Context: an optimization exercise on an open-source flow, tuned for small area. The choices shown serve that exercise and are no tape-out recipe.
In this exercise RTL edits were held to simulation tests only and were not proved equivalent to the original.
The flow treats the clock pin as an ideal source. Dropping or thinning the clock tree relies on that and would not hold on a real chip.
No activity file was given, so power comes from the tool's default toggle rates.

run A:
==> flow/design.v <==
`timescale 1ns / 1ps
module debouncer (
    input clk,
    input reset,
    input btn_in,
    output reg btn_out
);
    localparam [15:0] P = 16'hAA4A;
    reg btn_sync_0, btn_sync_1;
    reg [15:0] q;    
    wire clr = (btn_sync_1 == btn_out);
    wire [15:0] b = q ^ P;
    wire z = (b[14:0] == 15'd0);
    wire f = b[15] ^ b[13] ^ b[8] ^ b[0] ^ z;
    wire hit = z & ~b[15];
    always @(posedge clk or posedge reset) begin
        if (reset) begin
            btn_sync_0 <= 0;
            btn_sync_1 <= 0;
            btn_out <= 0;
        end else begin
            btn_sync_0 <= btn_in;
            btn_sync_1 <= btn_sync_0;
            if (!clr && hit)
                btn_out <= ~btn_out;
        end
    end
    always @(posedge clk)
        q <= clr ? 16'd0 : ({b[14:0], f} ^ P);
endmodule
`timescale 1ns / 1ps
module digital_takvim(
    input clk,
    input reset,
    input [5:0] LedSwitch,
    input speed,
    input Stop_buton,
    input Dakika_arttir_buton,
    input Dakika_azalt_buton,
    input Saat_arttir_buton,
    input Saat_azalt_buton,
    output [6:0] segment,
    output [3:0] sayac,
    output reg [5:0] saniye
    );
    wire stop_c, dA, dZ, hA, hZ;
    debouncer d1(.clk(clk), .reset(reset), .btn_in(Stop_buton),          .btn_out(stop_c));
    debouncer d2(.clk(clk), .reset(reset), .btn_in(Dakika_arttir_buton), .btn_out(dA));
    debouncer d3(.clk(clk), .reset(reset), .btn_in(Dakika_azalt_buton),  .btn_out(dZ));
    debouncer d4(.clk(clk), .reset(reset), .btn_in(Saat_arttir_buton),   .btn_out(hA));
    debouncer d5(.clk(clk), .reset(reset), .btn_in(Saat_azalt_buton),    .btn_out(hZ));
    reg stop, stop_prev;
    always @(posedge clk or posedge reset)
        if (reset)
            stop <= 0;
        else
            stop <= stop ^ (stop_c & ~stop_prev);
    always @(posedge clk)
        stop_prev <= stop_c;
    localparam [3:0] LP = 4'b1010;
    reg [3:0] pl;
    reg [5:0] ph;
    reg half;
    wire [3:0] ll = pl ^ LP;
    wire l10 = (pl == 4'b1000);
    wire ge10 = (|ph) | l10;
    wire ge600 = l10 & (&ph[5:3]) & ph[1] & ph[0];    
    wire wrap = speed ? ge10 : ge600;
    wire tick = wrap & ~half;
    always @(posedge clk or posedge reset)
        if (reset) begin
            pl <= 4'b0111;
            ph <= 0;
            half <= 0;
        end else begin
            pl <= (l10 | wrap) ? 4'd0 : ({ll[2:0], ll[3] ^ ll[2]} ^ LP);
            ph <= wrap ? 6'd0 : ph + {5'd0, l10};
            half <= half ^ wrap;
        end
    wire sec_hi = saniye[5] & saniye[4] & saniye[3] & (saniye[2] | (saniye[1] & saniye[0]));
    wire Dar = ~stop & sec_hi;
    wire s_load = tick & stop & (|LedSwitch);
    wire s_cnt = tick & ~stop;
    wire [5:0] s_carry = {&saniye[4:0], &saniye[3:0], &saniye[2:0], &saniye[1:0], saniye[0], 1'b1};
    wire [5:0] s_tog = sec_hi ? saniye : s_carry;
    always @(posedge clk or posedge reset)
        if (reset)
            saniye <= 0;
        else
            saniye <= s_load ? LedSwitch : (saniye ^ ({6{s_cnt}} & s_tog));
    reg [3:0] mu;
    reg [2:0] mt;
    reg [3:0] hu;
    reg [1:0] ht;
    reg kd, kh;
    wire d_inc = kd & (stop ? (dA & ~dZ) : Dar);
    wire d_dec = kd & stop & dZ & ~dA;
    wire d_any = d_inc | d_dec;
    wire mu_up1 = mu[0] & ~mu[3];
    wire mu_up2 = mu[0] & mu[1];
    wire mu_up3 = mu[0] & ((mu[1] & mu[2]) | mu[3]);
    wire mu_dn1 = ~mu[0] & (mu[1] | mu[2] | mu[3]);
    wire mu_dn2 = ~mu[0] & ~mu[1] & (mu[2] | mu[3]);
    wire mu_dn3 = ~mu[0] & ~mu[1] & ~mu[2];
    wire mu9 = mu[3] & mu[0];
    wire mu0 = mu_dn3 & ~mu[3];
    wire mc = d_inc & mu9;           
    wire mb = d_dec & mu0;           
    wire mt_up1 = mt[0] & ~mt[2];
    wire mt_up2 = (mt[0] & mt[1]) | (mt[0] & mt[2]);
    wire mt_dn1 = ~mt[0] & (mt[1] | mt[2]);
    wire mt_dn2 = ~mt[0] & ~mt[1];
    wire Sar = mc & mt[2] & mt[0];
    wire Saz = mb & ~mt[2] & ~mt[1] & ~mt[0];
    wire h_inc = kh & (Sar | (stop & hA & ~hZ & ~Saz));
    wire h_dec = kh & ~Sar & stop & ((hZ & ~hA) | Saz);
    wire h_any = h_inc | h_dec;
    wire h23 = ht[1] & hu[1] & hu[0];
    wire h00 = ~ht[1] & ~ht[0] & ~hu[0] & ~hu[1] & ~hu[2] & ~hu[3];
    wire hu_up1 = hu[0] & ~hu[3];
    wire hu_up2 = hu[0] & hu[1];
    wire hu_up3 = hu[0] & ((hu[1] & hu[2]) | hu[3]);
    wire hu_dn1 = ~hu[0] & (hu[1] | hu[2] | hu[3]);
    wire hu_dn2 = ~hu[0] & ~hu[1] & (hu[2] | hu[3]);
    wire hu_dn3 = ~hu[0] & ~hu[1] & ~hu[2];
    wire hu9 = hu[3] & hu[0];
    wire hu0 = hu_dn3 & ~hu[3];
    always @(posedge clk or posedge reset)
        if (reset) begin
            mt <= 3'd3; mu <= 4'd0;
            ht <= 2'd1; hu <= 4'd8;
        end else begin
            mu[0] <= mu[0] ^ d_any;
            mu[1] <= mu[1] ^ ((d_inc & mu_up1) | (d_dec & mu_dn1));
            mu[2] <= mu[2] ^ ((d_inc & mu_up2) | (d_dec & mu_dn2));
            mu[3] <= mu[3] ^ ((d_inc & mu_up3) | (d_dec & mu_dn3));
            mt[0] <= mt[0] ^ (mc | mb);
            mt[1] <= mt[1] ^ ((mc & mt_up1) | (mb & mt_dn1));
            mt[2] <= mt[2] ^ ((mc & mt_up2) | (mb & mt_dn2));
            hu[0] <= hu[0] ^ h_any;
            hu[1] <= hu[1] ^ ((h_inc & hu_up1) | (h_dec & (hu_dn1 | h00)));
            hu[2] <= hu[2] ^ ((h_inc & hu_up2 & ~ht[1]) | (h_dec & hu_dn2));
            hu[3] <= hu[3] ^ ((h_inc & hu_up3) | (h_dec & hu_dn3 & ~h00));
            ht[0] <= ht[0] ^ ((h_inc & hu9) | (h_dec & hu0 & ~h00));
            ht[1] <= ht[1] ^ ((h_inc & ((hu9 & ht[0]) | h23)) | (h_dec & ((hu0 & ht[1]) | h00)));
        end
    always @(posedge clk) begin
        kd <= ~(dA | dZ | Dar) | (kd & ~d_any);
        kh <= ~(hA | hZ | Sar | Saz) | (kh & ~h_any);
    end
    localparam [5:0] MP = 6'b101010;
    reg [5:0] m;
    reg [1:0] sel;
    wire [5:0] ml = m ^ MP;
    wire m_wrap = (m == 6'b000111);
    always @(posedge clk or posedge reset)
        if (reset) begin
            m <= 6'b000111;
            sel <= 0;
        end else begin
            m <= m_wrap ? 6'd0 : ({ml[4:0], ml[5] ^ ml[4]} ^ MP);
            if (m_wrap) sel <= sel + 2'd1;
        end
    assign sayac[0] = sel[1] | sel[0];
    assign sayac[1] = sel[1] | ~sel[0];
    assign sayac[2] = ~sel[1] | sel[0];
    assign sayac[3] = ~sel[1] | ~sel[0];
    wire [3:0] dg;
    assign dg[0] = sel[0] ? (sel[1] ? ht[0] : mt[0]) : (sel[1] ? hu[0] : mu[0]);
    assign dg[1] = sel[0] ? (sel[1] ? ht[1] : mt[1]) : (sel[1] ? hu[1] : mu[1]);
    assign dg[2] = sel[0] ? (~sel[1] & mt[2]) : (sel[1] ? hu[2] : mu[2]);
    assign dg[3] = ~sel[0] & (sel[1] ? hu[3] : mu[3]);
    wire D = dg[3], C = dg[2], B = dg[1], A = dg[0];
    assign segment[0] = ~(D | B | (C & A) | (~C & ~A));
    assign segment[1] = ~(~C | (B & A) | (~B & ~A));
    assign segment[2] = ~(C | ~B | A);
    assign segment[3] = ~(D | (~C & ~A) | (B & ~A) | (~C & B) | (C & ~B & A));
    assign segment[4] = ~((~C & ~A) | (B & ~A));
    assign segment[5] = ~(D | (~B & ~A) | (C & ~B) | (C & ~A));
    assign segment[6] = ~(D | (C & ~B) | (~C & B) | (B & ~A));
endmodule
==> flow/config.mk <==
export PLATFORM = sky130hd
export DESIGN_NAME = digital_takvim
export DESIGN_NICKNAME = digital_takvim
export VERILOG_FILES = /design/flow/design.v
export SDC_FILE = /design/flow/constraint.sdc
export NUM_CORES = 4
export LEC_CHECK = 0
export CAP_MARGIN = 5
export CORE_MARGIN = 2
export CORE_UTILIZATION = 60
export SLEW_MARGIN = 5
==> flow/constraint.sdc <==
create_clock -name core_clock -period 16.0 [get_ports {clk}]
set_input_delay 3.2000 -clock core_clock [delete_from_list [all_inputs] [get_ports {clk}]]
set_output_delay 3.2000 -clock core_clock [all_outputs]
set_load 0.01 [all_outputs]
standard.sh (not shown) runs the stock make flow with config.mk's settings and CLKGATE_MAP_FILE= SYNTH_SCRIPT=/design/flow/synth_recipe.tcl, a recipe that flattens the netlist after the stock synthesis.
==> flow/flow/run.sh <==
#!/bin/bash
# The standard layout with these changes:
#  - synthesis is ORFS's own (flow/synth_area.tcl wraps it like synth_recipe.tcl)
#    but ABC maps with the area-oriented script flow/area.abc (a few
#    rounds of &deepsyn, then area-recovering mapping);
#  - the port buffers are buf_1 cells;
#  - CTS is a two-level tree built by flow/cts_tree.tcl (one root buffer,
#    CTS_NLEAF leaf buffers over k-means clusters of the flip-flops).
# Output of the ORFS run goes to standard.log; ORFS keeps per-step logs
# under orfs/logs.
set -euo pipefail
F=$(pwd)/flow
export MY_ABC_SCRIPT=$F/area.abc
export BUFFER_PORTS_ARGS="-buffer_cell sky130_fd_sc_hd__buf_1"
export PRE_CTS_TCL=$F/cts_tree.tcl
export CTS_NLEAF=8
export CTS_LEAF_BUF=sky130_fd_sc_hd__clkbuf_8
export CTS_ROOT_BUF=sky130_fd_sc_hd__clkbuf_4
bash standard.sh SYNTH_SCRIPT=$F/synth_area.tcl finish > standard.log 2>&1
==> flow/flow/cts_tree.tcl <==
# Sourced by ORFS's cts.tcl as its PRE CTS hook. It replaces the
# clock_tree_synthesis command with a small two-level tree: the clock port
# drives one root buffer, which drives CTS_NLEAF leaf buffers, each driving
# one cluster of clock sinks found by balanced k-means on their positions.
# Everything else in cts.tcl (legalisation, timing repair, writing the
# results) runs unchanged.

proc clock_tree_synthesis {args} {
  set block [ord::get_db_block]
  set db [ord::get_db]
  set clknet [$block findNet clk]
  set nleaf $::env(CTS_NLEAF)
  set leaf_master [$db findMaster $::env(CTS_LEAF_BUF)]
  set root_master [$db findMaster $::env(CTS_ROOT_BUF)]

  set sinks {}
  foreach it [$clknet getITerms] {
    set loc [[$it getInst] getLocation]
    lappend sinks [list $it [lindex $loc 0] [lindex $loc 1]]
  }
  set n [llength $sinks]
  puts "manual CTS: $n sinks, $nleaf leaves"

  # initial centres: sinks spread along x
  set sorted [lsort -integer -index 1 $sinks]
  set cx {}; set cy {}
  for {set k 0} {$k < $nleaf} {incr k} {
    set s [lindex $sorted [expr {int(($k + 0.5) * $n / $nleaf)}]]
    lappend cx [lindex $s 1]; lappend cy [lindex $s 2]
  }
  set cap [expr {int(ceil(double($n) / $nleaf)) + 1}]
  for {set iter 0} {$iter < 40} {incr iter} {
    # balanced assignment: nearest centre first, with a size cap
    set pairs {}
    set i 0
    foreach s $sinks {
      for {set k 0} {$k < $nleaf} {incr k} {
        set d [expr {abs([lindex $s 1] - [lindex $cx $k]) + abs([lindex $s 2] - [lindex $cy $k])}]
        lappend pairs [list $d $i $k]
      }
      incr i
    }
    set pairs [lsort -integer -index 0 $pairs]
    set assign [lrepeat $n -1]
    set cnt [lrepeat $nleaf 0]
    foreach p $pairs {
      lassign $p d i k
      if {[lindex $assign $i] >= 0 || [lindex $cnt $k] >= $cap} continue
      lset assign $i $k
      lset cnt $k [expr {[lindex $cnt $k] + 1}]
    }
    set sx [lrepeat $nleaf 0]; set sy [lrepeat $nleaf 0]
    for {set i 0} {$i < $n} {incr i} {
      set k [lindex $assign $i]
      lset sx $k [expr {[lindex $sx $k] + [lindex $sinks $i 1]}]
      lset sy $k [expr {[lindex $sy $k] + [lindex $sinks $i 2]}]
    }
    for {set k 0} {$k < $nleaf} {incr k} {
      set c [lindex $cnt $k]
      if {$c > 0} {
        lset cx $k [expr {[lindex $sx $k] / $c}]
        lset cy $k [expr {[lindex $sy $k] / $c}]
      }
    }
  }
  puts "manual CTS: cluster sizes $cnt"

  set root [odb::dbInst_create $block $root_master "clkbuf_root"]
  set rootnet [odb::dbNet_create $block "clknet_root"]
  $rootnet setSigType CLOCK
  [$root findITerm A] connect $clknet
  [$root findITerm X] connect $rootnet
  set rx 0; set ry 0
  for {set k 0} {$k < $nleaf} {incr k} {
    set inst [odb::dbInst_create $block $leaf_master "clkbuf_leaf_$k"]
    $inst setLocation [lindex $cx $k] [lindex $cy $k]
    $inst setPlacementStatus PLACED
    set net [odb::dbNet_create $block "clknet_leaf_$k"]
    $net setSigType CLOCK
    [$inst findITerm A] connect $rootnet
    [$inst findITerm X] connect $net
    set leafnet($k) $net
    set rx [expr {$rx + [lindex $cx $k]}]; set ry [expr {$ry + [lindex $cy $k]}]
  }
  $root setLocation [expr {$rx / $nleaf}] [expr {$ry / $nleaf}]
  $root setPlacementStatus PLACED
  for {set i 0} {$i < $n} {incr i} {
    set it [lindex $sinks $i 0]
    $it disconnect
    $it connect $leafnet([lindex $assign $i])
  }
  $clknet setSigType CLOCK
  set_propagated_clock [all_clocks]
}
==> flow/flow/synth_area.tcl <==
proc synth {args} { yosys synth -nofsm -noshare {*}$args }
# ABC with an area-oriented script in place of ORFS's speed script
proc abc {args} {
  set out {}
  set skip 0
  foreach a $args {
    if {$skip} { set skip 0; continue }
    if {$a eq "-script" || $a eq "-D" || $a eq "-constr"} { set skip 1; continue }
    lappend out $a
  }
  if {[info exists ::env(MY_ABC_SCRIPT)] && $::env(MY_ABC_SCRIPT) ne ""} {
    yosys abc -script $::env(MY_ABC_SCRIPT) {*}$out
  } else {
    yosys abc {*}$out
  }
}
source $::env(SCRIPTS_DIR)/synth.tcl
# left out here: clear keep_hierarchy, flatten, clean up, hide names made inside functions, write 1_2_yosys.v
Other scripts of this flow, unchanged in this note and not shown: flow/flow/area.abc
Run A finished all stages; the layout is clean.
### run A -> run B
Settings: swapping 60 for 75 in CORE_UTILIZATION; putting PLACE_DENSITY at 0.8 where nothing was set.
==> flow/flow/run.sh <==
#!/bin/bash
# The standard layout with these changes:
#  - synthesis is ORFS's own (flow/synth_area.tcl wraps it like synth_recipe.tcl)
#    but ABC maps with the area-oriented script flow/area.abc (a few
#    rounds of &deepsyn, then area-recovering mapping);
#  - the port buffers are buf_1 cells;
set -euo pipefail
F=$(pwd)/flow
export MY_ABC_SCRIPT=$F/area.abc
export BUFFER_PORTS_ARGS="-buffer_cell sky130_fd_sc_hd__buf_1"
export PRE_CTS_TCL=$F/cts_tree.tcl
export CTS_NLEAF=4
export CTS_LEAF_BUF=sky130_fd_sc_hd__clkbuf_16
export CTS_ROOT_BUF=none
bash standard.sh SYNTH_SCRIPT=$F/synth_area.tcl finish > standard.log 2>&1
--- a/flow/flow/cts_tree.tcl
+++ b/flow/flow/cts_tree.tcl
@@ -1,5 +1,6 @@
 # Sourced by ORFS's cts.tcl as its PRE CTS hook. It replaces the
-# clock_tree_synthesis command with a small two-level tree: the clock port
-# drives one root buffer, which drives CTS_NLEAF leaf buffers, each driving
-# one cluster of clock sinks found by balanced k-means on their positions.
+# clock_tree_synthesis command with a small tree: CTS_NLEAF leaf buffers,
+# each driving one cluster of clock sinks found by balanced k-means on their
+# positions, driven by the clock port directly (4 leaves or fewer) or through
+# one root buffer.
 # Everything else in cts.tcl (legalisation, timing repair, writing the
@@ -13,3 +14,3 @@
   set leaf_master [$db findMaster $::env(CTS_LEAF_BUF)]
-  set root_master [$db findMaster $::env(CTS_ROOT_BUF)]
+  if {$nleaf > 4} { set root_master [$db findMaster $::env(CTS_ROOT_BUF)] }
 
@@ -67,7 +68,11 @@
 
-  set root [odb::dbInst_create $block $root_master "clkbuf_root"]
-  set rootnet [odb::dbNet_create $block "clknet_root"]
-  $rootnet setSigType CLOCK
-  [$root findITerm A] connect $clknet
-  [$root findITerm X] connect $rootnet
+  if {$nleaf > 4} {
+    set root [odb::dbInst_create $block $root_master "clkbuf_root"]
+    set rootnet [odb::dbNet_create $block "clknet_root"]
+    $rootnet setSigType CLOCK
+    [$root findITerm A] connect $clknet
+    [$root findITerm X] connect $rootnet
+  } else {
+    set rootnet $clknet
+  }
   set rx 0; set ry 0
@@ -84,4 +89,6 @@
   }
-  $root setLocation [expr {$rx / $nleaf}] [expr {$ry / $nleaf}]
-  $root setPlacementStatus PLACED
+  if {$nleaf > 4} {
+    $root setLocation [expr {$rx / $nleaf}] [expr {$ry / $nleaf}]
+    $root setPlacementStatus PLACED
+  }
   for {set i 0} {$i < $n} {incr i} {
- Changes observed in run B relative to run A: effective utilization at floorplan rose 15 points, smallest setup slack after layout increased 0.22 ns, slew at the pin with the worst max-slew slack decreased 0.024 ns, share of the final layout cell area in multi-input gates went up, number of nets in the finished design -6.
- Run B vs run A: switching share of total power down
- For mean cell area of the mapped netlist, run A and run B come out practically identical.
- Taking run A as the reference, in run B mean routed wirelength per cell moved up, final routed wirelength across all metal layers climbed 0.41%.
Edits applied to the flow inputs when going from run B to run C:
--- a/flow/flow/run.sh
+++ b/flow/flow/run.sh
@@ -4,3 +4,4 @@
 #    but ABC maps with the area-oriented script flow/area.abc (a few
-#    rounds of &deepsyn, then area-recovering mapping);
+#    rounds of &deepsyn, then area-recovering mapping), and adders are not
+#    mapped to half/full-adder cells beforehand;
 #  - the port buffers are buf_1 cells;
--- a/flow/flow/synth_area.tcl
+++ b/flow/flow/synth_area.tcl
@@ -16,2 +16,4 @@
 }
+# no separate half/full-adder mapping: ABC maps the adders with the rest
+set ::env(ADDER_MAP_FILE) ""
 source $::env(SCRIPTS_DIR)/synth.tcl
[summary]
Summary of run C over run B: worst reg2reg path depth moved down, overall power of the completed layout moved down, fraction of standard cell area in multi-input logic moved down, number of violations of the max-capacitance limit level. Per-cell routed wire length in run C is 1.9% above run B. Per the comparison of run C with run B, utilization went down, peak clock frequency supported by timing closely matched the old numbers. [compare] base=run B new=run C: pre-CTS setup slack climbed 0.053 ns, logic gate share of total power dropped 0.8 points.
In every run of this note, the design's own scripts or RTL, not TritonCTS, make the clock network.

-- what the ideal ports hide --
The results above use ideal ports. As a check the final layouts listed here were re-extracted and re-timed, cells and wires unchanged.
Step 1: set_driving_cell puts a clkbuf_16 on clk and a buf_2 on each other input, an assumption about the parent block.
Step 2 moves the port delays by t, midway between the first and last clock arrival at a register: inputs arrive t later, outputs are due t later. That takes back most of the time a late clock gives input paths.
Slacks: ideal / step 1 / step 2; pairs: ideal / step 1.
| run | t, ns | slack for setup (ns) | slew at the worst register clock pin (ns) | worst data-port slew with drivers (ns) |
|---|---|---|---|---|
| run A | 0.492 | 10.240 / 10.214 / 10.616 | 0.11 / 0.11 | 0.03 |
| run B | 0.247 | 10.457 / 10.382 / 10.611 | 0.12 / 0.12 | 0.04 |
| run C | 0.243 | 10.446 / 10.372 / 10.615 | 0.12 / 0.12 | 0.04 |
After both steps setup and hold are still met in every run listed.
